From an optimization exercise on the open Yosys and OpenROAD flow, aimed at small area, a short achievable clock period and few clock cycles per item; shortcuts taken in it are not production practice. In this exercise RTL edits were held to simulation tests only and were not proved equivalent to the original. Power is estimated from default activity; no workload was simulated.

==> design.v <==
module huffman(clk, reset, gray_data, gray_valid, CNT_valid, CNT1, CNT2, CNT3, CNT4, CNT5, CNT6,
    code_valid, HC1, HC2, HC3, HC4, HC5, HC6, M1, M2, M3, M4, M5, M6);
input clk;
input reset;
input gray_valid;
input [7:0] gray_data;
output reg CNT_valid;
output [7:0] CNT1, CNT2, CNT3, CNT4, CNT5, CNT6;
output reg code_valid;
output [7:0] HC1, HC2, HC3, HC4, HC5, HC6;
output [7:0] M1, M2, M3, M4, M5, M6;
reg idle, counting, build;    
reg [2:0] pix;
reg [5:0] sel;
reg [6:0] w[0:5];
reg [2:0] pos[0:5];
reg [4:0] hc[0:5];
reg [4:0] m[0:5];
reg par;         
reg merged;      
reg fin;         
reg comb;        
reg [2:0] ncomb;
integer i;
function lt7(input [6:0] x, input [6:0] z);
	reg [6:0] l, e;
	reg l65, e65, l43, e43, l21, e21, l6to3, e6to3, l2to0;
	begin
		l = ~x & z;
		e = ~(x ^ z);
		l65 = l[6] | (e[6] & l[5]);
		e65 = e[6] & e[5];
		l43 = l[4] | (e[4] & l[3]);
		e43 = e[4] & e[3];
		l21 = l[2] | (e[2] & l[1]);
		e21 = e[2] & e[1];
		l6to3 = l65 | (e65 & l43);
		e6to3 = e65 & e43;
		l2to0 = l21 | (e21 & l[0]);
		lt7 = l6to3 | (e6to3 & l2to0);
	end
endfunction
function [6:0] add7(input [6:0] x, input [6:0] z);
	reg [6:0] g, p, c;
	reg g10, g32, p32, g54, p54;
	begin
		g = x & z;
		p = x ^ z;
		g10 = g[1] | (p[1] & g[0]);
		g32 = g[3] | (p[3] & g[2]);
		p32 = p[3] & p[2];
		g54 = g[5] | (p[5] & g[4]);
		p54 = p[5] & p[4];
		c[0] = 1'b0;
		c[1] = g[0];
		c[2] = g10;
		c[3] = g[2] | (p[2] & g10);
		c[4] = g32 | (p32 & g10);
		c[5] = g[4] | (p[4] & c[4]);
		c[6] = g54 | (p54 & c[4]);
		add7 = p ^ c;
	end
endfunction
reg [6:0] cur, inc;
always @* begin
	for (i = 0; i < 6; i = i + 1)
		sel[i] = (pix == i + 1);
	cur = 7'd0;
	for (i = 0; i < 6; i = i + 1)
		cur = cur | ({7{sel[i]}} & w[i]);
	for (i = 0; i < 7; i = i + 1)
		inc[i] = cur[i] ^ (&(cur | ~((7'd1 << i) - 7'd1)));
end
reg [4:0] lt;
always @* begin
	for (i = 0; i < 5; i = i + 1)
		lt[i] = lt7(w[i], w[i + 1]);
end
wire in_order = ~|lt;
wire last = fin;
wire [6:0] sum = add7(w[4], w[5]);
reg [4:0] swap;
always @* begin
	for (i = 0; i < 5; i = i + 1) begin
		swap[i] = build && !comb && lt[i] && (merged || (i[0] == par));
	end
end
wire build_nx  = build ? !last : (counting && !gray_valid);
wire merged_nx = build && (merged || comb);
wire fin_nx    = build && comb && (ncomb == 3'd3);
wire comb_nx   = build && !comb && !fin && in_order;
always @(posedge clk or posedge reset) begin
	if (reset) begin
		idle <= 1'b1;
		counting <= 1'b0;
		build <= 1'b0;
		CNT_valid <= 1'b0;
		code_valid <= 1'b0;
	end
	else begin
		idle <= idle ? !gray_valid : last;
		counting <= idle ? gray_valid : (counting && gray_valid);
		build <= build_nx;
		CNT_valid <= counting && !gray_valid;
		code_valid <= last;
	end
end
always @(posedge clk) begin
	pix <= gray_data[2:0];
	par <= build && !par;
	merged <= merged_nx;
	fin <= fin_nx;
	comb <= comb_nx;
	if (!build)
		ncomb <= 3'd0;
	else if (comb)
		ncomb <= ncomb + 3'd1;
end
reg dn[0:5], up[0:5], hold[0:5];
always @* begin
	for (i = 0; i < 6; i = i + 1) begin
		dn[i] = (i > 0) && (comb ? (i < 5) : swap[i - 1]);
		up[i] = (i < 5) && !comb && swap[i];
		hold[i] = counting ? !sel[i] : (build && !comb && !(i < 5 && swap[i]) && !(i > 0 && swap[i - 1]));
	end
end
always @(posedge clk) begin
	for (i = 0; i < 6; i = i + 1)
		w[i] <= ({7{hold[i]}} & w[i])
		      | ({7{dn[i]}} & w[(i + 5) % 6])
		      | ({7{up[i]}} & w[(i + 1) % 6])
		      | ({7{counting && sel[i]}} & inc)
		      | ({7{comb && i == 5}} & sum)
		      | {7{comb && i == 0}};
end
always @(posedge clk) begin
	for (i = 0; i < 6; i = i + 1) begin
		if (!build) begin
			pos[i] <= i ^ (i >> 1);
			hc[i] <= 5'd0;
			m[i] <= 5'd0;
		end
		else begin
			pos[i][0] <= pos[i][0] ^ (comb ? !(^pos[i]) :
			             ((pos[i][2:1] == 2'b00 && swap[0]) || (pos[i][2:1] == 2'b01 && swap[2]) ||
			              (pos[i][2:1] == 2'b11 && swap[4])));
			pos[i][1] <= pos[i][1] ^ (!pos[i][2] && pos[i][0] && (comb ? !pos[i][1] : swap[1]));
			pos[i][2] <= pos[i][2] ^ (!pos[i][0] && pos[i][1] && (comb ? !pos[i][2] : swap[3]));
			if ((comb && pos[i][2]) || last) begin
				m[i] <= {m[i][3:0], 1'b1};
				if (last ? pos[i][0] ^ lt[4] : pos[i][0])
					hc[i] <= hc[i] | ({m[i][3:0], 1'b1} & ~m[i]);
			end
		end
	end
end
assign CNT1 = {1'b0, w[0]};
assign CNT2 = {1'b0, w[1]};
assign CNT3 = {1'b0, w[2]};
assign CNT4 = {1'b0, w[3]};
assign CNT5 = {1'b0, w[4]};
assign CNT6 = {1'b0, w[5]};
assign HC1 = {3'b0, hc[0]};
assign HC2 = {3'b0, hc[1]};
assign HC3 = {3'b0, hc[2]};
assign HC4 = {3'b0, hc[3]};
assign HC5 = {3'b0, hc[4]};
assign HC6 = {3'b0, hc[5]};
assign M1 = {3'b0, m[0][4:1], 1'b1};
assign M2 = {3'b0, m[1][4:1], 1'b1};
assign M3 = {3'b0, m[2][4:1], 1'b1};
assign M4 = {3'b0, m[3][4:1], 1'b1};
assign M5 = {3'b0, m[4][4:1], 1'b1};
assign M6 = {3'b0, m[5][4:1], 1'b1};
endmodule
==> flow/run.sh <==
#!/bin/bash
# Standard layout, with two changes: plain buffers (instead of the delay buffers
# buffer_ports picks by default) on the input and output ports, and one tie
# cell per constant value shared by all constant outputs (instead of one per port).
set -euo pipefail
export BUFFER_PORTS_ARGS="-buffer_cell sky130_fd_sc_hd__buf_1"
export SKIP_REPAIR_TIE_FANOUT=1
bash standard.sh > standard_flow.log 2>&1
==> standard.sh <==
#!/bin/bash
# synth_recipe.tcl (not shown) runs the flow's synth.tcl, then flattens the netlist and writes it again
# the make line also repeats each setting of config.mk as NAME=value (left out here)
make -C /OpenROAD-flow-scripts/flow DESIGN_CONFIG=/design/flow/config.mk WORK_HOME=/design/flow/orfs CLKGATE_MAP_FILE= SYNTH_SCRIPT=/design/flow/synth_recipe.tcl "${@:-finish}"
==> config.mk <==
export PLATFORM = sky130hd
export DESIGN_NAME = huffman
export DESIGN_NICKNAME = huffman
export VERILOG_FILES = /design/flow/design.v
export SDC_FILE = /design/flow/constraint.sdc
export NUM_CORES = 4
export LEC_CHECK = 0
export ABC_AREA = 1
export CAP_MARGIN = 20
export CORE_MARGIN = 2
export CORE_UTILIZATION = 55
export CTS_BUF_LIST = sky130_fd_sc_hd__clkbuf_8
export CTS_CLUSTER_SIZE = 30
export SETUP_SLACK_MARGIN = 3.7
export SLEW_MARGIN = 20
export TNS_END_PERCENT = 10
==> constraint.sdc <==
create_clock -name core_clock -period 6.0 [get_ports {clk}]
set_input_delay 1.2000 -clock core_clock [delete_from_list [all_inputs] [get_ports {clk}]]
set_output_delay 1.2000 -clock core_clock [all_outputs]
set_load 0.01 [all_outputs]
==> run notes, run 1 <==
1st-iter DRT viols 492; Post-Synth Adder-Cell Area 8.03%; most common cell after layout, fill and taps aside nand2_1; post-synthesis compound-gate area fraction 12.8%; Initial Utilization 55.9%; cell count along the critical path 1; Crit path required time 4800 ps; die area 15700 sq um; Die Wd 125 um; crit path DAT 1140 ps; Die H 125 um; Rows 44; Ys Warns 12; CTS Buf Count 17; Final Hold Viols 0; Routed WL 20600 um; DRC viols 0; Final Max Tran Viols 0; Worst setup endpoint CNT4[6]; VDD IR max 0.000290 V; clock tree buffer depth 2; antenna-violating nets left 0; Synth Area in Simple Gates 27.6%; Setup Crit Path Kind register to primary output; LEAKAGE 0.00400 uW; slowest cell on the critical path dfxtp_1; vias post-DR 7437; CTS root buf clkbuf_8; IO Count 157; Synth Flop Type dfxtp_1; r2r startpoint pix[2]; Vias/cell 5.28; CTS sink count 135; Synthesized Nets 1237; sequential element share of the synthesized area 33.8%; Post-Synth XOR/XNOR Area 0.217%; power per cell area 510 nW/um^2; mux contribution to synthesized area 0%; min cycle time layout 2340 ps; antenna violations before repair 0; first-pass GRT wire length 33700 um; worst setup path startpoint w[3][6]; Syn Inst Count 1176; crit end category primary output; Post-synth EDFFs 0; worst hold path class register to register; nets 1273; Yosys reg bits 135; worst clock skew 14.4 ps; CTS tree built; Synth Area per Inst 6.86 sq um; Worst Path Buf+Inv 1; total global routing overflow 0; global-route usage over all layers 26.7%; Setup violations, final 0; f_max 427 MHz; HPWL Detailed 14700 um; Avg WL per Cell 14.6 um; cts hold-fix bufs 0; clock latency (worst-skew pair) 460 ps; delay-heaviest family, CP flip-flops; Max-Cap Viols 0; Ant. Diodes 0; TNS Setup 0 ps; RSZ-0062 raised after global routing yes; most frequent cells in the layout 262 x nand2_1, 181 x inv_1, 115 x dfxtp_1; Slew headroom 52.1%; largest net degree at the start of global routing 52; critical path peak fanout 5; PortBufs 103; gp weighted congestion 0.923; outcome no timing/DRC/antenna violations; Hold Worst Slack 452 ps; Fillers 1421; Mapped Area 8070 sq um; Period Utilization, post-route 39.1%; vias in the first global route 6856; clock slew at reported path FFs 80 ps; post-synth cell types 46; largest family of logic cells by synthesized area simple AND/OR/NAND/NOR gates; R2R Setup Slk 3740 ps; async set-reset flop share out of synthesis 3.70%; Worst-Margin Slew 716 ps; H-tree depth 4; total core area 14400 sq um; largest stage delay on the critical path 440 ps; fraction of layout cells with a size suffix above 1 9.63%; Reg2Reg Capture Point w[0][5]; Syn-to-layout area delta 7.63%; Setup crit start kind register; crit path cell chain buf_1; TritonRoute pass-1 iters 5; cell count of the worst reg-to-reg path 14
cell families after synthesis:
| group | count (synthesis) |
|---|---|
| simple gates | 510 |
| xor+xnor | 2 |
| buf+inv | 291 |
| fa+ha+maj | 50 |
| other cells | 2 |
| compound gates | 186 |
| flops | 135 |
through the flow:
step | worst slack (ps) | cells | instance area, sq um | total power, uW | util [%]
after floorplan | 3780 | 1176 | 8070 | 3030 | -
after global placement | 2970 | 1368 | 8020 | 3490 | 55.6
after detailed placement | 2980 | 1368 | 8020 | 3510 | 55.6
after CTS | 3600 | 1406 | 8580 | 4370 | 59.5
after global routing | 3590 | 1409 | 8680 | 4820 | 60.2
final | 3660 | 1409 | 8680 | 4430 | 60.2
where the power goes:
part | switching, uW | internal, uW | leakage [uW]
registers | 335 | 1190 | 0.00113
logic | 1430 | 689 | 0.00265
clock network | 398 | 391 | 0.000211
synth_stat cells, types with 2 or more instances:
cell | count | area, sq um
o21ai_1 | 7 | 35.0
nand2_1 | 273 | 1020
inv_2 | 7 | 26.3
o211ai_1 | 3 | 22.5
o21ai_0 | 47 | 235
nor2_2 | 2 | 12.5
nor2_1 | 86 | 323
clkinv_2 | 2 | 10.0
a22oi_1 | 4 | 30.0
o221ai_1 | 2 | 17.5
buf_4 | 76 | 571
conb_1 | 2 | 7.51
nor3_1 | 3 | 15.0
nand3_1 | 82 | 410
buf_2 | 4 | 20.0
dfrtp_1 | 4 | 100
a21oi_1 | 91 | 455
nand3b_1 | 6 | 45.0
fa_1 | 3 | 60.1
nand3_2 | 4 | 40.0
nand4_1 | 37 | 231
dfxtp_1 | 130 | 2600
and3_1 | 3 | 18.8
nor2_4 | 2 | 22.5
a211oi_1 | 4 | 30.0
buf_6 | 3 | 33.8
nand2_2 | 6 | 37.5
or2_2 | 3 | 18.8
inv_1 | 183 | 687
o21a_1 | 8 | 60.1
clkbuf_1 | 14 | 52.6
ha_1 | 47 | 588
o22ai_1 | 14 | 87.6
and2_4 | 2 | 17.5
registers in the layout, summed over array words and instances (netlist names):
signal      count
merged          1
comb            1
par             1
w              42
ncomb           3
pos            18
idle            1
fin             1
code_valid      1
counting        1
CNT_valid       1
hc             30
m              30
pix             3
build           1
worst min path at each step:
stage	from	end	slack [ps]	depth (start not counted)
CTS	fin	code_valid	450	0
global route	hc[4][2]	hc[4][2]	480	2
detailed placement	fin	code_valid	430	0
finish	hc[3][2]	hc[3][2]	450	2
global placement	fin	code_valid	420	0
floorplan	fin	code_valid	380	0
metal layers:
metal  track usage [%]  wire length [um]  up-vias  share of wire (%)
met5                 0                 0        -                  0
met4              10.9               709        0                3.4
met3              5.39               946       47                4.6
met2              46.6              9990      204                 49
met1              32.0              8950     3391                 43
li1                  -                 -     3795                  -
area by class of cell:
class                      instances  area, sq um  share of cell area, %
multi-input combinational        751         4080                   47.0
clock inverter                    14          160                   1.84
inverter                         194          739                   8.51
timing repair buffer             113          465                   5.36
tap                              184          230                   2.65
clock buffer                      18          248                   2.85
sequential                       135         2760                   31.8
repair_timing:
action                                 CTS  global route
resized for setup                       34            27
endpoints found under the hold margin    0             0
pin swaps                                1             4
setup buffers                            5             3
setup endpoints to repair              121           115
cloned                                   1             0
Testbench counts, summed over its fixed seeds: cycles 23,029, frames 192.
==> run 2: changes to the inputs <==
--- a/config.mk
+++ b/config.mk
@@ -13,3 +13,3 @@
 export CTS_CLUSTER_SIZE = 30
-export SETUP_SLACK_MARGIN = 3.7
+export SETUP_SLACK_MARGIN = 3.9
 export SLEW_MARGIN = 20
==> run 2 against run 1 <==
Effect of this change:
- still clean
- core utilization up 5.4 points
- non-clock buffer count up 41
- register-to-register slack better by 130 ps
- clock skew down 4.5 ps
- global-route usage up 0.62 points
- first-iteration DRC count down 14%
- sequential cell count unchanged
- critical endpoint is now CNT4[5]
- largest cell class unchanged
- largest power group unchanged
==> run notes, run 2 <==
outcome no timing/DRC/antenna violations (unchanged); post-synth cell types 46 (unchanged); Die H 125 um (unchanged); vias post-DR 7698 (was 7437); slowest cell on the critical path dfxtp_4 (was dfxtp_1); cell count of the worst reg-to-reg path 14 (unchanged); most common cell after layout, fill and taps aside nand2_1 (unchanged); VDD IR max 0.000227 V (was 0.000290 V); Final Hold Viols 0 (unchanged); crit path DAT 980 ps (was 1140 ps); dominant cell type by area after synthesis dfxtp_1 (unchanged); Post-synth EDFFs 0 (unchanged); Setup violations, final 0 (unchanged); nets 1315 (was 1273); mux contribution to synthesized area 0% (unchanged); Rows 44 (unchanged); antenna-violating nets left 0 (unchanged); crit end category primary output (unchanged); total core area 14400 sq um (unchanged); Ant. Diodes 0 (unchanged); Initial Utilization 55.9% (unchanged); final non-filler cell total 1451 (was 1409); H-tree depth 4 (unchanged); cts hold-fix bufs 0 (unchanged); power per cell area 494 nW/um^2 (was 510 nW/um^2); Setup Crit Path Kind register to primary output (unchanged); clock slew at reported path FFs 80 ps (about the same); Period Utilization, post-route 36.4% (was 39.1%); r2r startpoint pix[1] (was pix[2]); total global routing overflow 0 (unchanged); IO Count 157 (unchanged); clock latency (worst-skew pair) 450 ps (was 460 ps); Synth Flop Type dfxtp_1 (unchanged); Crit path required time 4800 ps (about the same); sequential element share of the synthesized area 33.8% (unchanged); HPWL Detailed 14800 um (was 14700 um); biggest regs w: 42 flops, hc: 30 flops, m: 30 flops (unchanged); CTS root buf clkbuf_8 (unchanged); PortBufs 103 (unchanged); DRC viols 0 (unchanged); Ys Warns 12 (unchanged); TNS Setup 0 ps (unchanged); Yosys reg bits 135 (unchanged); largest net degree at the start of global routing 52 (unchanged); delay-heaviest family, CP flip-flops (unchanged); first-pass GRT wire length 34600 um (was 33700 um); async set-reset flop share out of synthesis 3.70% (unchanged); vias in the first global route 7100 (was 6856); Commonest cells post-synth 273 x nand2_1, 183 x inv_1, 130 x dfxtp_1, 91 x a21oi_1, 86 x nor2_1 (unchanged); Syn Inst Count 1176 (unchanged); Die Wd 125 um (unchanged); CTS Buf Count 17 (unchanged); LEAKAGE 0.00451 uW (was 0.00400 uW); CTS sink count 135 (unchanged); Worst-Margin Slew 732 ps (was 716 ps); post-synthesis compound-gate area fraction 12.8% (unchanged); global-route usage over all layers 27.3% (was 26.7%); Vias/cell 5.31 (was 5.28); Avg WL per Cell 14.9 um (was 14.6 um); 1st-iter DRT viols 424 (was 492); crit path cell chain clkbuf_2 (was buf_1); gp weighted congestion 0.901 (was 0.923); largest family of logic cells by synthesized area simple AND/OR/NAND/NOR gates (unchanged); most frequent cells in the layout 255 x nand2_1, 177 x inv_1, 86 x a21oi_1 (was 262 x nand2_1, 181 x inv_1, 115 x dfxtp_1); Mapped Area 8070 sq um (unchanged); Synth Area per Inst 6.86 sq um (unchanged); placed insts 1368 (unchanged); Reg with most FFs w (unchanged); largest stage delay on the critical path 390 ps (was 440 ps); top-count cell post-synth nand2_1 (unchanged); die area 15700 sq um (unchanged); fraction of layout cells with a size suffix above 1 23.2% (was 9.63%); Worst Path Buf+Inv 1 (unchanged); critical path peak fanout 5 (unchanged); Hold Startpoint hc[1][3] (was hc[3][2]); R2R Setup Slk 3870 ps (was 3740 ps); Hold Path Stages 2 (unchanged); Slew headroom 51.0% (was 52.1%); Synthesized Nets 1237 (unchanged); Setup crit start kind register (unchanged); worst clock skew 9.93 ps (was 14.4 ps); largest cells by area after synthesis dfxtp_1 32%, nand2_1 13%, inv_1 8.5% (unchanged); Syn-to-layout area delta 17.2% (was 7.63%); Routed WL 21600 um (was 20600 um); Setup WS pre-CTS 2980 ps (about the same); clock tree buffer depth 2 (unchanged); worst hold path class register to register (unchanged); antenna violations before repair 0 (unchanged); f_max 458 MHz (was 427 MHz); Synth Area in Simple Gates 27.6% (unchanged); CTS tree built (unchanged); Max-Cap Viols 0 (unchanged); min cycle time layout 2180 ps (was 2340 ps); RSZ-0062 raised after global routing yes (unchanged); Final Max Tran Viols 0 (unchanged); TritonRoute pass-1 iters 5 (unchanged); top cell type's share of synthesized area 32.3% (unchanged); Hold Crit Endpoint hc[1][3] (was hc[3][2]); setup ws final 3820 ps (was 3660 ps); Post-Synth XOR/XNOR Area 0.217% (unchanged); Reg2Reg Capture Point w[0][5] (unchanged); Post-Synth Adder-Cell Area 8.03% (unchanged); max reg flops 42 (unchanged)
## run 2: layer usage
| layer | GRT usage (%) | part of all wire [%] |
|---|---|---|
| met3 | 5.48 | 5.0 |
| met5 | 0 | 0 |
| met1 | 32.8 | 42 |
| met2 | 47.3 | 49 |
| met4 | 12.0 | 4.0 |
## run 2: power by group
group          switching, uW  internal [uW]  total (uW)
logic                   1550            870        2420
clock network            388            329         717
registers                313           1230        1540
total                   2250           2430        4670
## run 2: how the worst max path moves through the flow
stage            start  endpoint  slack (ps)  cells after the start
3_3_place_gp      comb   w[2][6]        3020                      9
3_5_place_dp      comb   w[2][6]        2980                      9
2_1_floorplan   pix[2]   w[0][5]        3910                     17
5_1_grt        w[2][4]   CNT3[4]        3770                      1
4_1_cts        m[0][1]     M1[1]        3750                      1
6_report       w[3][5]   CNT4[5]        3820                      1
## run 2: kinds of logic (layout without fill, tap and decap cells)
logic type      after synthesis  count (layout)
simple gates                510             510
buf+inv                     291             381
compound gates              186             187
flops                       135             135
fa+ha+maj                    50              50
other cells                   2               2
xor+xnor                      2               2
## run 2: through the flow
stage / utilization [%] / cell area [sq um] / hold slack, ps / power, uW
floorplan: - / 8090 / 377 / 3030
global placement: 55.7 / 8040 / 429 / 3480
detailed placement: 55.7 / 8040 / 427 / 3510
CTS: 60.9 / 8790 / 451 / 4380
global route: 65.6 / 9460 / 473 / 5080
finish: 65.6 / 9460 / 450 / 4670
## run 2: worst register-to-register path, cell delays in order, from the launching register on
cell and delay (ps):
dfxtp_4 380, buf_4 140, nand3_4 130, o221ai_2 110, a21oi_2 160, o221ai_2 140, ha_4 200, nand2_4 60
nor2_4 40, ha_4 180, inv_2 60, nand2_4 70, and2_4 200, nand2_1 50, nand4_1 80
## run 2: layout make-up
type	instances	area (sq um)
Clock buffer	17	234
Inverter	194	754
Fill cell	1336	4970
Multi-Input combinational cell	751	4290
Clock inverter	15	126
Tap cell	184	230
Timing Repair Buffer	154	907
Sequential cell	135	2900
Timing Repair inverter	1	6.26
## run 2: what timing repair did
action,in CTS,in global routing
buffers inserted,11,38
pin swaps,10,12
cloned,2,0
hold endpoints to repair,0,0
gates resized for setup,110,153
setup endpoints to repair,188,187
==> run 3: changes to the inputs <==
--- a/config.mk
+++ b/config.mk
@@ -7,3 +7,2 @@
 export LEC_CHECK = 0
-export ABC_AREA = 1
 export CAP_MARGIN = 20
@@ -13,3 +12,3 @@
 export CTS_CLUSTER_SIZE = 30
-export SETUP_SLACK_MARGIN = 3.9
+export SETUP_SLACK_MARGIN = 3.8
 export SLEW_MARGIN = 20
==> run 3 against run 2 <==
Effect of this change:
- still clean on timing, DRC and antenna
- final cell count down 17%
- via count down 6.3%
- clock-buffer cell count unchanged
- critical path type is now register to register
- critical endpoint is now w[2][3]
- largest power group unchanged
==> run notes, run 3 <==
Routed WL 22200 um (was 21600 um); critical path peak fanout 6 (was 5); Ys Warns 12 (unchanged); most frequent cells in the layout 180 x nand2_1, 86 x buf_1, 79 x dfxtp_1 (was 255 x nand2_1, 177 x inv_1, 86 x a21oi_1); Setup violations, final 0 (unchanged); Mapped Area 7830 sq um (was 8070 sq um); die area 15200 sq um (was 15700 sq um); vias post-DR 7216 (was 7698); Synth Flop Type dfxtp_1 (unchanged); clock tree buffer depth 2 (unchanged); Syn Inst Count 949 (was 1176); biggest regs w: 42 flops, hc: 30 flops, m: 30 flops (unchanged); VDD IR max 0.000292 V (was 0.000227 V); Synth Area per Inst 8.25 sq um (was 6.86 sq um); power per cell area 556 nW/um^2 (was 494 nW/um^2); 1st-iter DRT viols 622 (was 424); top cell type's share of synthesized area 33.2% (was 32.3%); Initial Utilization 56.4% (was 55.9%); IO Count 157 (unchanged); largest cells by area after synthesis dfxtp_1 33%, nand2_1 8.7%, ha_1 7.5% (was dfxtp_1 32%, nand2_1 13%, inv_1 8.5%); Max-Cap Viols 0 (unchanged); Avg WL per Cell 18.5 um (was 14.9 um); Fillers 1132 (was 1336); largest net degree at the start of global routing 100 (was 52); Rows 43 (was 44); Slew headroom 55.6% (was 51.0%); fraction of layout cells with a size suffix above 1 25.1% (was 23.2%); Commonest cells post-synth 181 x nand2_1, 130 x dfxtp_1, 76 x buf_4, 71 x o21ai_0, 47 x ha_1 (was 273 x nand2_1, 183 x inv_1, 130 x dfxtp_1, 91 x a21oi_1, 86 x nor2_1); Final Max Tran Viols 0 (unchanged); sequential element share of the synthesized area 34.9% (was 33.8%); DRC viols 0 (unchanged); Die H 123 um (was 125 um); total core area 13900 sq um (was 14400 sq um); nets 1068 (was 1315); Ant. Diodes 0 (unchanged); Die Wd 123 um (was 125 um); top-count cell post-synth nand2_1 (unchanged); PortBufs 103 (unchanged); Post-DP Area 7750 sq um (was 8040 sq um); post-synth cell types 62 (was 46); min cycle time layout 2290 ps (was 2180 ps); vias in the first global route 6570 (was 7100); CTS tree built (unchanged); Setup Crit Path Kind register to register (was register to primary output); Syn-to-layout area delta 20.1% (was 17.2%); gp weighted congestion 0.921 (was 0.901); CTS root buf clkbuf_8 (unchanged); Crit path required time 6340 ps (was 4800 ps); dominant cell type by area after synthesis dfxtp_1 (unchanged); TritonRoute pass-1 iters 7 (was 5); clock slew at reported path FFs 80 ps (about the same); antenna-violating nets left 0 (unchanged); TNS Setup 0 ps (unchanged); Worst-Margin Slew 664 ps (was 732 ps); global-route usage over all layers 28.5% (was 27.3%); Reg with most FFs w (unchanged); cts hold-fix bufs 0 (unchanged); crit end category register (was primary output); total global routing overflow 0 (unchanged); CTS sink count 135 (unchanged); Post-synth EDFFs 0 (unchanged); most common cell after layout, fill and taps aside nand2_1 (unchanged); outcome no timing/DRC/antenna violations (unchanged); max reg flops 42 (unchanged); Setup crit start kind register (unchanged); CTS Buf Count 17 (unchanged); antenna violations before repair 0 (unchanged); f_max 437 MHz (was 458 MHz); Period Utilization, post-route 38.2% (was 36.4%); clock latency (worst-skew pair) 460 ps (was 450 ps); Finished Cell Area 9400 sq um (was 9460 sq um); async set-reset flop share out of synthesis 3.70% (unchanged); Hold Worst Slack 439 ps (was 450 ps); worst clock skew 10.5 ps (was 9.93 ps); LEAKAGE 0.00370 uW (was 0.00451 uW); HPWL Detailed 13800 um (was 14800 um); Vias/cell 6.01 (was 5.31); crit path DAT 2630 ps (was 980 ps); H-tree depth 4 (unchanged); Synthesized Nets 1010 (was 1237); worst hold path class register to register (unchanged); RSZ-0062 raised after global routing yes (unchanged); Final Hold Viols 0 (unchanged); Yosys reg bits 135 (unchanged); first-pass GRT wire length 33500 um (was 34600 um)
-- run 3: changes by cell type after synthesis, sizes merged, moves of 21 or more --
cell	previous run	this run
nand4	37	11
nand2b	0	33
nand3	86	15
a21oi	93	37
mux2i	0	21
a21boi	1	24
a222oi	0	27
nor2	90	30
inv	191	44
o21ai	55	77
nand2	279	181
-- run 3: worst paths after layout --
path	startpoint	endpoint	slack, ps	cells after the start
min in group asynchronous	reset	code_valid	600	2
worst min register to register	par	par	440	1
worst min-delay path	par	par	440	1
max in group asynchronous	reset	idle	5170	2
worst max-delay path	pix[1]	w[2][3]	3710	9
worst max register to register	pix[1]	w[2][3]	3710	9
-- run 3: cell families (layout without fill, tap and decap cells) --
| family | after synthesis | after routing | synth area share (%) |
|---|---|---|---|
| simple gates | 319 | 319 | 18.9 |
| compound gates | 239 | 241 | 21.0 |
| buf+inv | 166 | 235 | 12.0 |
| flops | 135 | 135 | 34.9 |
| fa+ha+maj | 50 | 50 | 8.28 |
| mux | 26 | 26 | 3.40 |
| xor+xnor | 12 | 12 | 1.44 |
| other cells | 2 | 2 | 0.0959 |
-- run 3: routing by layer --
layer | track usage (%) | wire [um] | share of wire, %
met1 | 33.9 | 8720 | 39
met2 | 48.9 | 10800 | 49
met3 | 4.98 | 1600 | 7.2
met4 | 15.6 | 1050 | 4.7
met5 | 0 | 0 | 0
-- run 3: critical path, stage by stage, from the launching register on --
cell	delay [ps]
dfxtp_4	440
buf_6	150
buf_4	110
mux2i_1	190
nor2_1	90
or2_2	280
ha_1	240
xnor2_2	240
a222oi_1	350
nand2_1	80
-- run 3: cell type report --
cell class / count / area [sq um] / area share, %
repair buffers: 158 / 935 / 9.94
clock inverters: 15 / 226 / 2.41
clock buffers: 17 / 234 / 2.49
well taps: 180 / 225 / 2.39
inverters: 45 / 169 / 1.80
multi-input cells: 650 / 4730 / 50.3
flip-flops and latches: 135 / 2880 / 30.6
-- run 3: repair_timing --
action | in CTS | in global routing
setup buffers | 32 | 16
endpoints found under the setup margin | 151 | 167
pin swaps | 28 | 31
resized for setup | 166 | 63
gates cloned | 4 | 1
-- run 3: through the flow --
step | setup slack [ps] | power [uW] | utilization (%) | cells
final | 3710 | 5230 | 67.7 | 1200
after CTS | 3760 | 4900 | 64.4 | 1183
after global routing | 3620 | 5560 | 67.7 | 1200
after global placement | 2870 | 3560 | 55.9 | 1115
after detailed placement | 2840 | 3630 | 55.9 | 1115
after floorplan | 3790 | 3080 | - | 949
-- run 3: power breakdown --
part	switching (uW)	leakage, uW	total, uW	internal, uW
logic	1590	0.00232	2780	1190
clock network	382	0.000234	880	498
registers	368	0.00115	1570	1200
total	2340	0.00370	5230	2890
==> run 4: changes to the inputs <==
--- a/config.mk
+++ b/config.mk
@@ -7,2 +7,3 @@
 export LEC_CHECK = 0
+export ABC_AREA = 1
 export CAP_MARGIN = 20
==> run 4 against run 3 <==
Effect of this change:
- total power decreased by 13%
- combinational power shrank about 20%
- first-iteration DRC count decreased by 23%
- setup slack better by 37 ps
- final cell count grew 18%
- via count up 2.9%
- clock-buffer cell count unchanged
- worst hold slack improved by 12 ps
- critical path depth shrank 8
- area after synthesis grew 3.1%
- global-route usage is 2.0 points lower
- critical path type is now register to primary output
- largest power group unchanged
- highest routed layer unchanged
==> run notes, run 4 <==
1st-iter DRT viols 478 (was 622); Period Utilization, post-route 37.5% (was 38.2%); CTS sink count 135 (unchanged); Finished Cell Area 8970 sq um (was 9400 sq um); Rows 44 (was 43); Setup crit start kind register (unchanged); Worst Path Buf+Inv 1 (was 2); dominant cell type by area after synthesis dfxtp_1 (unchanged); CTS root buf clkbuf_8 (unchanged); CTS Buf Count 17 (unchanged); nets 1283 (was 1068); Final Hold Viols 0 (unchanged); clock latency (worst-skew pair) 450 ps (was 460 ps); max reg flops 42 (unchanged); async set-reset flop share out of synthesis 3.70% (unchanged); gp weighted congestion 0.923 (was 0.921); Final Max Tran Viols 0 (unchanged); biggest regs w: 42 flops, hc: 30 flops, m: 30 flops (unchanged); Routed WL 20800 um (was 22200 um); Reg2Reg Capture Point w[5][4] (was w[2][3]); mux contribution to synthesized area 0% (was 3.40%); Vias/cell 5.23 (was 6.01); f_max 444 MHz (was 437 MHz); worst setup path startpoint w[3][6] (was pix[1]); Syn-to-layout area delta 11.1% (was 20.1%); critical path peak fanout 5 (was 6); Reg with most FFs w (unchanged); power per cell area 508 nW/um^2 (was 556 nW/um^2); top cell type's share of synthesized area 32.3% (was 33.2%); antenna-violating nets left 0 (unchanged); fraction of layout cells with a size suffix above 1 13.6% (was 25.1%); largest cells by area after synthesis dfxtp_1 32%, nand2_1 13%, inv_1 8.5% (was dfxtp_1 33%, nand2_1 8.7%, ha_1 7.5%); Worst-Margin Slew 705 ps (was 664 ps); Initial Utilization 55.9% (was 56.4%); clock tree buffer depth 2 (unchanged); Setup Crit Path Kind register to primary output (was register to register); TritonRoute pass-1 iters 7 (unchanged); Post-DP Area 8030 sq um (was 7750 sq um); crit end category primary output (was register); H-tree depth 4 (unchanged); Die Wd 125 um (was 123 um); Worst setup endpoint CNT4[6] (was w[2][3]); Synth Flop Type dfxtp_1 (unchanged); Clock Power Share 17.1% (was 16.8%); crit path DAT 1050 ps (was 2630 ps); sequential element share of the synthesized area 33.8% (was 34.9%); Avg WL per Cell 14.6 um (was 18.5 um); Max-Cap Viols 0 (unchanged); delay-heaviest family, CP flip-flops (was simple AND/OR/NAND/NOR gates); Synth Area per Inst 6.86 sq um (was 8.25 sq um); worst clock skew 13.0 ps (was 10.5 ps); Crit path required time 4800 ps (was 6340 ps); cell count of the worst reg-to-reg path 10 (was 9); vias in the first global route 6941 (was 6570); LEAKAGE 0.00410 uW (was 0.00370 uW); Yosys reg bits 135 (unchanged); worst hold path class register to register (unchanged); Commonest cells post-synth 273 x nand2_1, 183 x inv_1, 130 x dfxtp_1, 91 x a21oi_1, 86 x nor2_1 (was 181 x nand2_1, 130 x dfxtp_1, 76 x buf_4, 71 x o21ai_0, 47 x ha_1); cts hold-fix bufs 0 (unchanged); global-route usage over all layers 26.6% (was 28.5%); Slew headroom 52.9% (was 55.6%); Synthesized Nets 1237 (was 1010); crit path cell chain buf_1 (was buf_6 -> buf_4 -> mux2i_1 -> nor2_1 -> or2_2 -> ha_1 -> xnor2_2 -> a222oi_1 -> nand2_1); largest family of logic cells by synthesized area simple AND/OR/NAND/NOR gates (was compound AO/OA/AOI/OAI gates); die area 15700 sq um (was 15200 sq um); most common cell after layout, fill and taps aside nand2_1 (unchanged); PortBufs 103 (unchanged); DRC viols 0 (unchanged); post-synthesis compound-gate area fraction 12.8% (was 21.0%); first-pass GRT wire length 33700 um (was 33500 um); VDD IR max 0.000254 V (was 0.000292 V); HPWL Detailed 14800 um (was 13800 um); Die H 125 um (was 123 um); Flop pwr share 33.9% (was 30.1%); Internal Power 2360 uW (was 2890 uW); Setup violations, final 0 (unchanged); largest stage delay on the critical path 400 ps (was 440 ps); P_sw 2200 uW (was 2340 uW); vias post-DR 7427 (was 7216); Post-synth EDFFs 0 (unchanged); Synth Area in Simple Gates 27.6% (was 18.9%); setup ws final 3750 ps (was 3710 ps); antenna violations before repair 0 (unchanged); Setup WS pre-CTS 3040 ps (was 2840 ps); CTS tree built (unchanged); most frequent cells in the layout 259 x nand2_1, 177 x inv_1, 103 x buf_1 (was 180 x nand2_1, 86 x buf_1, 79 x dfxtp_1); post-synth cell types 46 (was 62); top-count cell post-synth nand2_1 (unchanged); clock slew at reported path FFs 90 ps (was 80 ps); Ant. Diodes 0 (unchanged); R2R Setup Slk 3850 ps (was 3710 ps); largest net degree at the start of global routing 52 (was 100); total core area 14400 sq um (was 13900 sq um); slowest cell on the critical path dfxtp_2 (was dfxtp_4); cell count along the critical path 1 (was 9); Syn Inst Count 1176 (was 949); min cycle time layout 2250 ps (was 2290 ps); Post-Synth Adder-Cell Area 8.03% (was 8.28%); IO Count 157 (unchanged); Final Util 62.2% (was 67.7%); Logic pwr share 49.0% (was 53.1%); TNS Setup 0 ps (unchanged); Sw Share 48.2% (was 44.7%); Post-Synth XOR/XNOR Area 0.217% (was 1.44%); Ys Warns 12 (unchanged); outcome no timing/DRC/antenna violations (unchanged); RSZ-0062 raised after global routing yes (unchanged); r2r startpoint w[4][0] (was pix[1]); total global routing overflow 0 (unchanged); Mapped Area 8070 sq um (was 7830 sq um)
[run 4: cell types whose count changed in the layout (fill, tap and decap cells not counted), moves of 17 or more]
| cell | before | now |
|---|---|---|
| a21boi_0 | 24 | 0 |
| nand2b_1 | 29 | 0 |
| nor2_1 | 23 | 85 |
| nand3_1 | 15 | 78 |
| inv_1 | 43 | 177 |
| dfxtp_4 | 34 | 10 |
| a21oi_1 | 23 | 88 |
| buf_2 | 17 | 0 |
| mux2i_1 | 21 | 0 |
| a222oi_1 | 27 | 0 |
| buf_4 | 45 | 17 |
| nand4_1 | 11 | 37 |
| nand2_1 | 180 | 259 |
| buf_1 | 86 | 103 |
[run 4: cell families (layout without fill, tap and decap cells)]
kind of cell             count (synthesis)  in the layout
AO/OA/AOI/OAI                          186            187
XOR/XNOR                                 2              2
adder cells (fa/ha/maj)                 50             50
buffers and inverters                  291            349
flip-flops                             135            135
other                                    2              2
AND/OR/NAND/NOR                        510            510
[run 4: how the worst min path moves through the flow]
stage               startpoint          to  slack, ps  depth (start not counted)
finish                hc[5][4]    hc[5][4]        450                          2
CTS                   hc[4][4]    hc[4][4]        450                          2
global placement           fin  code_valid        430                          0
detailed placement         fin  code_valid        420                          0
floorplan                  fin  code_valid        380                          0
global route          hc[3][4]    hc[3][4]        470                          2
[run 4: layer usage]
metal | vias up | global-route usage, % | part of all wire (%)
met1 | 3375 | 32.2 | 43
met2 | 206 | 46.6 | 49
met3 | 40 | 4.96 | 4.8
li1 | 3806 | - | -
met4 | 0 | 10.6 | 3.1
met5 | - | 0 | 0
[run 4: layout make-up]
| type | instances | area (sq um) |
|---|---|---|
| clock buffers | 17 | 234 |
| clock inverters | 15 | 168 |
| fillers | 1434 | 5460 |
| inverters | 194 | 752 |
| multi-input cells | 751 | 4210 |
| flip-flops and latches | 135 | 2810 |
| well taps | 184 | 230 |
| repair buffers | 123 | 566 |
[run 4: metrics by stage]
stage	std cells	hold WS, ps	power, uW
5_1_grt	1419	474	4960
3_5_place_dp	1368	423	3510
2_1_floorplan	1176	377	3030
6_report	1419	451	4560
3_3_place_gp	1368	434	3490
4_1_cts	1404	454	4380
[run 4: power groups by stage]
stage | Clock, uW | Sequential (uW) | Combinational, uW
final | 779 | 1540 | 2230
after CTS | 797 | 1530 | 2060
after floorplan | 0 | 1480 | 1560
after global routing | 840 | 1590 | 2530
after detailed placement | 0 | 1530 | 1980
after global placement | 0 | 1530 | 1960
[run 4: what timing repair did]
| item | 4_1_cts | 5_1_grt |
|---|---|---|
| setup endpoints to repair | 147 | 169 |
| resized for setup | 79 | 45 |
| setup buffers | 3 | 15 |
| gates cloned | 1 | 0 |
| pin swaps | 1 | 11 |
==> run 5: changes to the inputs <==
--- a/design.v
+++ b/design.v
@@ -12,3 +12,2 @@
 reg idle, counting, build;    
-reg [2:0] pix;
 reg [5:0] sel;
@@ -65,4 +64,2 @@
 always @* begin
-	for (i = 0; i < 6; i = i + 1)
-		sel[i] = (pix == i + 1);
 	cur = 7'd0;
@@ -96,2 +93,3 @@
 		build <= 1'b0;
+		sel <= 6'd0;
 		CNT_valid <= 1'b0;
@@ -103,2 +101,4 @@
 		build <= build_nx;
+		for (i = 0; i < 6; i = i + 1)
+			sel[i] <= gray_valid && (gray_data[2:0] == i + 1);
 		CNT_valid <= counting && !gray_valid;
@@ -108,3 +108,2 @@
 always @(posedge clk) begin
-	pix <= gray_data[2:0];
 	par <= build && !par;
==> run 5 against run 4 <==
Effect of this change:
- area after synthesis is 0.56% higher
- via count is 1.0% higher
- non-clock buffer count is 5 higher
- sequential cell count is 3 higher
- final area is 1.1% higher
- still clean on timing, DRC and antenna
- critical path type unchanged
- maximum frequency is 1.1% higher
- setup slack better by 24 ps
- routed wire length is 7.4% higher
- clock-buffer cell count is 1 higher
==> run notes, run 5 <==
sequential element share of the synthesized area 34.7% (was 33.8%); Synth Area per Inst 6.94 sq um (was 6.86 sq um); mux contribution to synthesized area 0% (unchanged); TNS Setup 0 ps (unchanged); nets 1279 (was 1283); Post-synth EDFFs 0 (unchanged); CTS Buf Count 17 (unchanged); Die Wd 125 um (about the same); largest family of logic cells by synthesized area simple AND/OR/NAND/NOR gates (unchanged); CTS sink count 138 (was 135); VDD IR max 0.000297 V (was 0.000254 V); crit path DAT 1030 ps (was 1050 ps); Mapped Area 8110 sq um (was 8070 sq um); vias in the first global route 6861 (was 6941); largest cells by area after synthesis dfxtp_1 31%, nand2_1 12%, inv_1 8.2% (was dfxtp_1 32%, nand2_1 13%, inv_1 8.5%); Crit path required time 4800 ps (about the same); Initial Utilization 56.0% (was 55.9%); vias post-DR 7503 (was 7427); top cell type's share of synthesized area 31.3% (was 32.3%); crit path cell chain buf_1 (unchanged); CTS root buf clkbuf_8 (unchanged); min cycle time layout 2230 ps (was 2250 ps); HPWL Detailed 15900 um (was 14800 um); top-count cell post-synth nand2_1 (unchanged); r2r startpoint sel[4] (was w[4][0]); antenna-violating nets left 0 (unchanged); 1st-iter DRT viols 566 (was 478); antenna violations before repair 0 (unchanged); first-pass GRT wire length 35400 um (was 33700 um); async set-reset flop share out of synthesis 7.97% (was 3.70%); biggest regs w: 42 flops, hc: 30 flops, m: 30 flops (unchanged); slowest cell on the critical path dfxtp_4 (was dfxtp_2); RSZ-0062 raised after global routing yes (unchanged); TritonRoute pass-1 iters 5 (was 7); LEAKAGE 0.00420 uW (was 0.00410 uW); worst clock skew 16.5 ps (was 13.0 ps); PortBufs 103 (unchanged); clock tree buffer depth 2 (unchanged); post-synth cell types 41 (was 46); die area 15700 sq um (about the same); Final Hold Viols 0 (unchanged); Setup violations, final 0 (unchanged); delay-heaviest family, CP flip-flops (unchanged); post-synthesis compound-gate area fraction 13.3% (was 12.8%); Die H 125 um (about the same); clock slew at reported path FFs 90 ps (about the same); gp weighted congestion 0.941 (was 0.923); DRC viols 0 (unchanged); Yosys reg bits 138 (was 135); global-route usage over all layers 28.0% (was 26.6%); Synthesized Nets 1231 (was 1237); Synth Flop Type dfxtp_1 (unchanged); Worst Path Buf+Inv 1 (unchanged); total core area 14500 sq um (was 14400 sq um); Post-Synth Adder-Cell Area 7.99% (was 8.03%); Hold Startpoint hc[0][1] (was hc[5][4]); Setup crit start kind register (unchanged); largest net degree at the start of global routing 58 (was 52); most common cell after layout, fill and taps aside nand2_1 (unchanged); worst setup path startpoint w[1][5] (was w[3][6]); f_max 449 MHz (was 444 MHz); fraction of layout cells with a size suffix above 1 14.5% (was 13.6%); critical path peak fanout 7 (was 5); crit end category primary output (unchanged); IO Count 157 (unchanged); Post-Synth XOR/XNOR Area 0.324% (was 0.217%); Worst-Margin Slew 1060 ps (was 705 ps); Commonest cells post-synth 253 x nand2_1, 178 x inv_1, 127 x dfxtp_1, 96 x nor2_1, 92 x nand3_1 (was 273 x nand2_1, 183 x inv_1, 130 x dfxtp_1, 91 x a21oi_1, 86 x nor2_1); largest stage delay on the critical path 410 ps (was 400 ps); clock latency (worst-skew pair) 460 ps (was 450 ps); Hold Worst Slack 453 ps (was 451 ps); cts hold-fix bufs 0 (unchanged); Syn-to-layout area delta 11.8% (was 11.1%); Max-Cap Viols 0 (unchanged); max reg flops 42 (unchanged); Vias/cell 5.30 (was 5.23); most frequent cells in the layout 244 x nand2_1, 177 x inv_1, 93 x nor2_1 (was 259 x nand2_1, 177 x inv_1, 103 x buf_1); Synth Area in Simple Gates 26.6% (was 27.6%); Setup Crit Path Kind register to primary output (unchanged); Syn Inst Count 1170 (was 1176); Period Utilization, post-route 37.1% (was 37.5%); Final Max Tran Viols 0 (unchanged); Ant. Diodes 0 (unchanged); power per cell area 463 nW/um^2 (was 508 nW/um^2); Routed WL 22300 um (was 20800 um); Slew headroom 29.4% (was 52.9%); Rows 44 (unchanged); Avg WL per Cell 15.8 um (was 14.6 um); worst hold path class register to register (unchanged); outcome no timing/DRC/antenna violations (unchanged); Reg with most FFs w (unchanged); H-tree depth 4 (unchanged); Ys Warns 12 (unchanged); dominant cell type by area after synthesis dfxtp_1 (unchanged); total global routing overflow 0 (unchanged); CTS tree built (unchanged)
-- run 5: cell types whose count changed in the layout (fill, tap and decap cells not counted), sizes merged, moves of 3 or more --
cell    before  now
nand3       86   92
inv        201  191
dfrtp        4   10
buf        123  120
dfxtp      130  127
nor2        90   97
clkbuf      17   26
nand2      279  267
nand4       37   28
a22oi        4    0
o22ai       14   24
-- run 5: metal layers --
metal | track usage [%] | part of all wire, % | vias to the layer above
met2 | 42.7 | 43 | 283
met5 | 0 | 0 | -
met1 | 38.3 | 47 | 3379
met3 | 7.40 | 8.0 | 41
li1 | - | - | 3800
met4 | 9.80 | 2.6 | 0
-- run 5: worst register-to-register path: stages, from the launching register on --
cell and delay, ps:
dfrtp_2 460, nand2_1 90, o21ai_1 80, a221oi_2 220, o221ai_2 170, ha_4 200, ha_1 330, inv_1 190
o22ai_1 120, a21oi_1 110, o21ai_0 100
-- run 5: layout make-up --
type	instances	area (sq um)
multi-input cells	746	4160
flip-flops and latches	138	2920
clock inverters	14	173
repair buffers	128	637
fillers	1362	5410
well taps	184	230
inverters	187	702
clock buffers	18	248
-- run 5: metrics by stage --
step           cells  util (%)  cell area, sq um  power, uW  worst slack, ps
6_report        1415      62.6              9070       4200             3770
3_5_place_dp    1361      55.9              8090       3210             3260
5_1_grt         1415      62.6              9070       4520             3730
3_3_place_gp    1361      55.9              8090       3190             3240
4_1_cts         1405      60.5              8750       4090             3710
2_1_floorplan   1170         -              8120       2770             3810
-- run 5: final timing paths --
check	slack [ps]	to	cells past startpoint
setup / recovery	3770	CNT2[5]	1
hold / removal	450	hc[0][1]	2
setup reg to reg	3830	w[2][2]	10
hold reg to reg	450	hc[0][1]	2
max in group asynchronous	4980	idle	2
min in group asynchronous	690	sel[3]	2
-- run 5: report_power, final --
group	internal, uW	switching, uW
registers	1200	282
clock network	425	387
logic	627	1280
total	2250	1950
-- run 5: logic make-up (layout without fill, tap and decap cells) --
kind of cell / after synthesis / in the layout
compound gates: 191 / 191
xor+xnor: 3 / 3
fa+ha+maj: 50 / 50
buf+inv: 287 / 347
flops: 138 / 138
other cells: 2 / 2
simple gates: 499 / 500
-- run 5: repair_timing --
action	CTS	global route
setup buffers	12	9
resized for setup	66	61
cloned	0	1
pin swaps	7	5
setup endpoints to repair	134	162
Testbench counts of run 5, summed over its fixed seeds: cycles 23,029, frames 192.
==> run 6: changes to the inputs <==
--- a/design.v
+++ b/design.v
@@ -12,2 +12,3 @@
 reg idle, counting, build;    
+reg [2:0] pix;
 reg [5:0] sel;
@@ -24,17 +25,17 @@
 function lt7(input [6:0] x, input [6:0] z);
-	reg [6:0] l, e;
-	reg l65, e65, l43, e43, l21, e21, l6to3, e6to3, l2to0;
+	reg [6:0] l, g;
+	reg l65, g65, l43, g43, l21, g21, l6to3, g6to3, l2to0;
 	begin
 		l = ~x & z;
-		e = ~(x ^ z);
-		l65 = l[6] | (e[6] & l[5]);
-		e65 = e[6] & e[5];
-		l43 = l[4] | (e[4] & l[3]);
-		e43 = e[4] & e[3];
-		l21 = l[2] | (e[2] & l[1]);
-		e21 = e[2] & e[1];
-		l6to3 = l65 | (e65 & l43);
-		e6to3 = e65 & e43;
-		l2to0 = l21 | (e21 & l[0]);
-		lt7 = l6to3 | (e6to3 & l2to0);
+		g = x & ~z;
+		l65 = l[6] | (~g[6] & l[5]);
+		g65 = g[6] | (~l[6] & g[5]);
+		l43 = l[4] | (~g[4] & l[3]);
+		g43 = g[4] | (~l[4] & g[3]);
+		l21 = l[2] | (~g[2] & l[1]);
+		g21 = g[2] | (~l[2] & g[1]);
+		l6to3 = l65 | (~g65 & l43);
+		g6to3 = g65 | (~l65 & g43);
+		l2to0 = l21 | (~g21 & l[0]);
+		lt7 = l6to3 | (~g6to3 & l2to0);
 	end
@@ -64,2 +65,4 @@
 always @* begin
+	for (i = 0; i < 6; i = i + 1)
+		sel[i] = (pix == i + 1);
 	cur = 7'd0;
@@ -93,3 +96,2 @@
 		build <= 1'b0;
-		sel <= 6'd0;
 		CNT_valid <= 1'b0;
@@ -101,4 +103,2 @@
 		build <= build_nx;
-		for (i = 0; i < 6; i = i + 1)
-			sel[i] <= gray_valid && (gray_data[2:0] == i + 1);
 		CNT_valid <= counting && !gray_valid;
@@ -108,2 +108,3 @@
 always @(posedge clk) begin
+	pix <= gray_data[2:0];
 	par <= build && !par;
--- a/config.mk
+++ b/config.mk
@@ -13,3 +13,3 @@
 export CTS_CLUSTER_SIZE = 30
-export SETUP_SLACK_MARGIN = 3.8
+export SETUP_SLACK_MARGIN = 3.7
 export SLEW_MARGIN = 20
==> run 6 against run 5 <==
Effect of this change:
- setup slack got worse by 110 ps
- clock power increased by 0.5%
- sequential share of layout area is 0.069 points higher
- clock skew shrank 7.5 ps
- register-to-register slack got worse by 100 ps
- clock-buffer cell count up 1
- sequential cell count down 3
- first-iteration DRC count grew 15%
- critical endpoint is now CNT3[4]
- largest power group unchanged
- highest routed layer unchanged
==> run notes, run 6 <==
outcome no timing/DRC/antenna violations (unchanged); largest net degree at the start of global routing 49 (was 58); Avg WL per Cell 14.3 um (was 15.8 um); HPWL Detailed 14600 um (was 15900 um); Ant. Diodes 0 (unchanged); critical path peak fanout 7 (unchanged); Setup crit start kind register (unchanged); top-count cell post-synth nand2_1 (unchanged); gp weighted congestion 0.969 (was 0.941); Max-Cap Viols 0 (unchanged); crit end category primary output (unchanged); LEAKAGE 0.00406 uW (was 0.00420 uW); total core area 14000 sq um (was 14500 sq um); sequential cell area 2760 sq um (was 2920 sq um); clock tree buffer depth 2 (unchanged); Fillers 1383 (was 1362); fraction of layout cells with a size suffix above 1 9.70% (was 14.5%); Sw Share 51.6% (was 46.4%); Die Wd 124 um (was 125 um); Clock Power Share 13.9% (was 19.4%); Logic pwr share 55.1% (was 45.4%); Internal Power 2850 uW (was 2250 uW); vias post-DR 7402 (was 7503); Reg with most FFs w (unchanged); r2r startpoint comb (was sel[4]); clock latency (worst-skew pair) 450 ps (was 460 ps); Final Hold Viols 0 (unchanged); H-tree depth 4 (unchanged); crit path cell chain buf_1 (unchanged); TNS Setup 0 ps (unchanged); worst setup path startpoint w[2][4] (was w[1][5]); Rows 43 (was 44); f_max 427 MHz (was 449 MHz); largest cells by area after synthesis dfxtp_1 33%, nand2_1 13%, inv_1 7.5% (was dfxtp_1 31%, nand2_1 12%, inv_1 8.2%); Worst-Margin Slew 711 ps (was 1060 ps); async set-reset flop share out of synthesis 3.70% (was 7.97%); Mapped Area 7960 sq um (was 8110 sq um); PortBufs 103 (unchanged); cts hold-fix bufs 0 (unchanged); Die H 124 um (was 125 um); CTS Buf Count 17 (unchanged); Pwr Total 5890 uW (was 4200 uW); RSZ-0062 raised after global routing yes (unchanged); Final Util 61.2% (was 62.6%); CTS sink count 135 (was 138); sequential element share of the synthesized area 34.3% (was 34.7%); Final Max Tran Viols 0 (unchanged); nets 1247 (was 1279); 1st-iter DRT viols 653 (was 566); biggest regs w: 42 flops, hc: 30 flops, m: 30 flops (unchanged); Worst Path Buf+Inv 1 (unchanged); global-route usage over all layers 25.7% (was 28.0%); CTS tree built (unchanged); Initial Utilization 56.9% (was 56.0%); crit path DAT 1140 ps (was 1030 ps); worst clock skew 8.99 ps (was 16.5 ps); most common cell after layout, fill and taps aside nand2_1 (unchanged); largest stage delay on the critical path 510 ps (was 410 ps); antenna violations before repair 0 (unchanged); Syn-to-layout area delta 7.49% (was 11.8%); Syn Inst Count 1169 (was 1170); Period Utilization, post-route 39.0% (was 37.1%); max reg flops 42 (unchanged); top cell type's share of synthesized area 32.7% (was 31.3%); Commonest cells post-synth 276 x nand2_1, 160 x inv_1, 130 x dfxtp_1, 92 x a21oi_1, 87 x nor2_1 (was 253 x nand2_1, 178 x inv_1, 127 x dfxtp_1, 96 x nor2_1, 92 x nand3_1); worst hold path class register to register (unchanged); clock slew at reported path FFs 80 ps (was 90 ps); Setup Crit Path Kind register to primary output (unchanged); first-pass GRT wire length 32700 um (was 35400 um); Yosys reg bits 135 (was 138); Setup violations, final 0 (unchanged); vias in the first global route 6396 (was 6861); min cycle time layout 2340 ps (was 2230 ps); TritonRoute pass-1 iters 5 (unchanged); R2R Setup Slk 3730 ps (was 3830 ps); delay-heaviest family, CP flip-flops (unchanged); Vias/cell 5.30 (about the same); DRC viols 0 (unchanged); power per cell area 688 nW/um^2 (was 463 nW/um^2); Flop pwr share 31.0% (was 35.3%); post-synth cell types 45 (was 41); Synthesized Nets 1212 (was 1231); area of the multi-input gates 4020 sq um (was 4160 sq um); dominant cell type by area after synthesis dfxtp_1 (unchanged); VDD IR max 0.000365 V (was 0.000297 V); Routed WL 20000 um (was 22300 um); CTS root buf clkbuf_8 (unchanged); Slew headroom 52.5% (was 29.4%); Synth Area per Inst 6.81 sq um (was 6.94 sq um); IO Count 157 (unchanged); Post-synth EDFFs 0 (unchanged); antenna-violating nets left 0 (unchanged); Synth Flop Type dfxtp_1 (unchanged); slowest cell on the critical path dfxtp_1 (was dfxtp_4); Ys Warns 12 (unchanged); Hold Worst Slack 443 ps (was 453 ps); most frequent cells in the layout 272 x nand2_1, 161 x inv_1, 113 x dfxtp_1 (was 244 x nand2_1, 177 x inv_1, 93 x nor2_1); Crit path required time 4800 ps (about the same); total global routing overflow 0 (unchanged); die area 15500 sq um (was 15700 sq um); P_sw 3040 uW (was 1950 uW); Hold Startpoint fin (was hc[0][1])
==> run 6: changes by cell type after synthesis, sizes merged, moves of 8 or more <==
cell	change
o21ai	+32
ha	-18
nand2	+19
nand3	-8
o22ai	-20
inv	-9
==> run 6: metrics by stage <==
step | std cells | instance area, sq um | setup WS (ps)
floorplan | 1169 | 7960 | 3820
global placement | 1359 | 7950 | 3390
detailed placement | 1359 | 7950 | 3390
CTS | 1393 | 8450 | 3540
global route | 1397 | 8560 | 3600
finish | 1397 | 8560 | 3660
==> run 6: path summary, 6_finish.rpt <==
check	cells past startpoint	endpoint
min in group asynchronous	2	code_valid
max	1	CNT3[4]
max reg2reg	8	w[0][3]
max in group asynchronous	2	idle
min	0	code_valid
min reg2reg	0	code_valid
==> run 6: power by group through the flow <==
stage	Combinational, uW	Clock [uW]	Sequential (uW)
2_1_floorplan	2400	0	1780
3_3_place_gp	3120	0	1820
3_5_place_dp	3160	0	1830
4_1_cts	3190	835	1810
5_1_grt	3680	877	1900
6_report	3240	816	1830
==> run 6: per-layer routing <==
layer / vias to the layer above / track usage (%) / share of wire (%)
met5: - / 0 / 0
met1: 3358 / 39.2 / 50
met3: 14 / 5.41 / 7.5
met4: 0 / 6.35 / 0.79
met2: 246 / 36.9 / 42
li1: 3784 / - / -
==> run 6: cell type report <==
type | instances | area share [%]
Timing Repair Buffer | 111 | 5.23
Inverter | 177 | 7.85
Clock buffer | 19 | 3.05
Clock inverter | 13 | 1.96
Sequential cell | 135 | 32.3
Multi-Input combinational cell | 762 | 47.0
Tap cell | 180 | 2.63
==> run 6: logic make-up after synthesis <==
group	share of synthesized area (%)
and+or+nand+nor	27.9
adders and majority gates	5.31
other	0.0943
xor gates and xnor gates	0.534
AOI/OAI and AO/OA	15.4
DFF	34.3
buffers and inverters	16.4
==> run 6: timing repair <==
item	4_1_cts	5_1_grt
resized for setup	17	29
pin swaps	2	6
buffers inserted	2	4
hold endpoints to repair	0	0
setup endpoints to repair	106	113
Testbench counts of run 6, summed over its fixed seeds: cycles 23,029, frames 192.
==> run 7: changes to the inputs <==
--- a/config.mk
+++ b/config.mk
@@ -13,3 +13,3 @@
 export CTS_CLUSTER_SIZE = 30
-export SETUP_SLACK_MARGIN = 3.7
+export SETUP_SLACK_MARGIN = 3.9
 export SLEW_MARGIN = 20
==> run 7 against run 6 <==
Effect of this change:
- total power grew 8.4%
- synthesized cell count is the same
- final area is 9.4% higher
- core utilization grew 5.7 points
- first-iteration DRC count rose by 12%
- maximum frequency rose by 6.2%
- setup slack better by 140 ps
- sequential power down 4%
- critical path depth increased by 15
- die area did not move
- global-route usage grew 1.8 points
- area after synthesis did not move
- critical endpoint is now w[1][5]
==> run notes, run 7 <==
placed insts 1359 (unchanged); RSZ-0062 raised after global routing yes (unchanged); min cycle time layout 2200 ps (was 2340 ps); max reg flops 42 (unchanged); fraction of layout cells with a size suffix above 1 24.5% (was 9.70%); clock latency (worst-skew pair) 460 ps (was 450 ps); cell count of the worst reg-to-reg path 16 (was 8); most frequent cells in the layout 267 x nand2_1, 159 x inv_1, 88 x a21oi_1 (was 272 x nand2_1, 161 x inv_1, 113 x dfxtp_1); vias in the first global route 6814 (was 6396); post-synth cell types 45 (unchanged); CTS tree built (unchanged); Setup Crit Path Kind register to register (was register to primary output); top cell type's share of synthesized area 32.7% (unchanged); Synth Area per Inst 6.81 sq um (unchanged); Final Hold Viols 0 (unchanged); Avg WL per Cell 14.9 um (was 14.3 um); die area 15500 sq um (unchanged); Initial Utilization 56.9% (unchanged); Rows 43 (unchanged); TritonRoute pass-1 iters 5 (unchanged); sequential element share of the synthesized area 34.3% (unchanged); first-pass GRT wire length 35000 um (was 32700 um); Ys Warns 12 (unchanged); largest cells by area after synthesis dfxtp_1 33%, nand2_1 13%, inv_1 7.5% (unchanged); dominant cell type by area after synthesis dfxtp_1 (unchanged); DRC viols 0 (unchanged); Syn-to-layout area delta 17.6% (was 7.49%); Hold Path Stages 2 (was 0); 1st-iter DRT viols 731 (was 653); Hold Startpoint hc[2][1] (was fin); crit path DAT 2600 ps (was 1140 ps); Die Wd 124 um (unchanged); LEAKAGE 0.00463 uW (was 0.00406 uW); antenna violations before repair 0 (unchanged); R2R Setup Slk 3800 ps (was 3730 ps); IO Count 157 (unchanged); Setup crit start kind register (unchanged); Period Utilization, post-route 36.7% (was 39.0%); Hold Crit Endpoint hc[2][1] (was code_valid); f_max 454 MHz (was 427 MHz); global-route usage over all layers 27.5% (was 25.7%); Crit path required time 6400 ps (was 4800 ps); Reg with most FFs w (unchanged); worst hold path class register to register (unchanged); Syn Inst Count 1169 (unchanged); Synthesized Nets 1212 (unchanged); Post-synth EDFFs 0 (unchanged); Vias/cell 5.33 (was 5.30); Ant. Diodes 0 (unchanged); PortBufs 103 (unchanged); HPWL Detailed 14600 um (about the same); Die H 124 um (unchanged); biggest regs w: 42 flops, hc: 30 flops, m: 30 flops (unchanged); Worst-Margin Slew 783 ps (was 711 ps); gp weighted congestion 0.947 (was 0.969); Yosys reg bits 135 (unchanged); r2r startpoint pix[1] (was comb); Final Max Tran Viols 0 (unchanged); nets 1306 (was 1247); async set-reset flop share out of synthesis 3.70% (unchanged); worst clock skew 10.3 ps (was 8.99 ps); CTS sink count 135 (unchanged); Commonest cells post-synth 276 x nand2_1, 160 x inv_1, 130 x dfxtp_1, 92 x a21oi_1, 87 x nor2_1 (unchanged); CTS root buf clkbuf_8 (unchanged); critical path peak fanout 5 (was 7); antenna-violating nets left 0 (unchanged); Max-Cap Viols 0 (unchanged); Hold Worst Slack 449 ps (was 443 ps); crit end category register (was primary output); Routed WL 21800 um (was 20000 um); final non-filler cell total 1456 (was 1397); top-count cell post-synth nand2_1 (unchanged); Setup violations, final 0 (unchanged); Mapped Area 7960 sq um (unchanged); outcome no timing/DRC/antenna violations (unchanged); VDD IR max 0.000374 V (was 0.000365 V); power per cell area 681 nW/um^2 (was 688 nW/um^2); total core area 14000 sq um (unchanged); clock slew at reported path FFs 80 ps (about the same); Slew headroom 47.7% (was 52.5%); cts hold-fix bufs 0 (unchanged); clock tree buffer depth 2 (unchanged); total global routing overflow 0 (unchanged); CTS Buf Count 17 (unchanged); vias post-DR 7759 (was 7402); Synth Flop Type dfxtp_1 (unchanged); largest net degree at the start of global routing 50 (was 49); most common cell after layout, fill and taps aside nand2_1 (unchanged); H-tree depth 4 (unchanged); Pwr Total 6380 uW (was 5890 uW); Reg2Reg Capture Point w[1][5] (was w[0][3]); TNS Setup 0 ps (unchanged)
[run 7: per-stage QoR]
step | utilization, % | instance area [sq um] | worst slack [ps]
6_report | 66.9 | 9360 | 3800
5_1_grt | 66.9 | 9360 | 3680
4_1_cts | 65.4 | 9140 | 3820
3_5_place_dp | 56.8 | 7950 | 3360
3_3_place_gp | 56.8 | 7950 | 3360
2_1_floorplan | - | 7970 | 3920
[run 7: worst max-delay path by stage]
stage | depth (start not counted) | slack [ps] | from | to
final | 16 | 3800 | pix[1] | w[1][5]
after global routing | 16 | 3680 | pix[1] | w[1][5]
after CTS | 1 | 3820 | w[4][4] | CNT5[4]
after detailed placement | 10 | 3360 | build | w[0][2]
after global placement | 10 | 3360 | build | w[0][3]
after floorplan | 15 | 3920 | pix[1] | w[1][4]
[run 7: logic make-up after synthesis]
kind of cell	count (synthesis)	synth area share, %
adders and majority gates	32	5.31
AOI/OAI and AO/OA	217	15.4
DFF	135	34.3
xor gates and xnor gates	4	0.534
buffers and inverters	272	16.4
and+or+nand+nor	507	27.9
other	2	0.0943
[run 7: power breakdown]
group / total (uW) / leakage [uW] / internal, uW / switching [uW]
Combinational: 3890 / 0.00326 / 1390 / 2500
Clock: 731 / 0.000193 / 337 / 394
Sequential: 1760 / 0.00117 / 1410 / 347
[run 7: per-layer routing]
metal | vias to the layer above | part of all wire, % | global-route usage (%)
li1 | 3895 | - | -
met4 | 0 | 1.3 | 8.13
met3 | 29 | 8.5 | 5.84
met2 | 312 | 42 | 39.8
met1 | 3523 | 48 | 41.0
met5 | - | 0 | 0
[run 7: final cells by class]
cell class                 count  area (sq um)
timing repair buffer         170          1020
multi-input combinational    762          4150
tap                          180           225
fill                        1296          4620
clock inverter                15           143
sequential                   135          2900
clock buffer                  17           234
inverter                     177           687
[run 7: repair_timing]
action,4_1_cts,5_1_grt
setup buffers,51,14
setup endpoints to repair,188,185
resized for setup,208,30
pin swaps,4,8
gates cloned,0,0
[run 7: worst max-delay path, stage by stage, from the launching register on]
cell,delay [ps]
dfxtp_4,400
inv_4,60
nand3_4,120
inv_4,60
nand2_2,60
o221ai_2,100
a21oi_2,150
o221ai_2,140
ha_4,210
nand2_4,70
nor2_4,50
ha_4,190
xnor2_4,280
nand2_1,100
nand2_1,80
inv_1,40
nand3_1,50

-- afterwards: timing with drivers on the ports --
No port has a modelled driver above. Below, the same layouts with a new extraction and two added sets of constraints. Step 1: set_driving_cell puts a clkbuf_16 on clk and a buf_2 on each other input, an assumption about the parent block. Step 2 times the ports against the registers' clock, not the clock port: input delays grow and output delays shrink by t, the midpoint of the rising clock arrivals with the driver on. Slacks: no drivers / after step 1 / after step 2; pairs: no drivers / after step 1.
run	t (ns)	setup slack, ns	hold slack, ns	worst register clock-pin slew, ns	cell pins on the clock port's net
run 1	0.496	3.656 / 3.616 / 3.738	0.452 / 0.452 / 0.452	0.09 / 0.09	1
run 2	0.487	3.818 / 3.778 / 3.870	0.450 / 0.450 / 0.450	0.09 / 0.09	1
run 3	0.494	3.710 / 3.710 / 3.710	0.439 / 0.439 / 0.439	0.08 / 0.08	1
run 4	0.486	3.747 / 3.709 / 3.852	0.451 / 0.451 / 0.451	0.09 / 0.09	1
run 5	0.485	3.771 / 3.734 / 3.826	0.453 / 0.453 / 0.453	0.09 / 0.09	1
run 6	0.482	3.660 / 3.623 / 3.734	0.443 / 0.443 / 0.443	0.08 / 0.08	1
run 7	0.489	3.796 / 3.796 / 3.796	0.449 / 0.449 / 0.449	0.09 / 0.09	1
After both steps setup and hold are still met in every run listed.
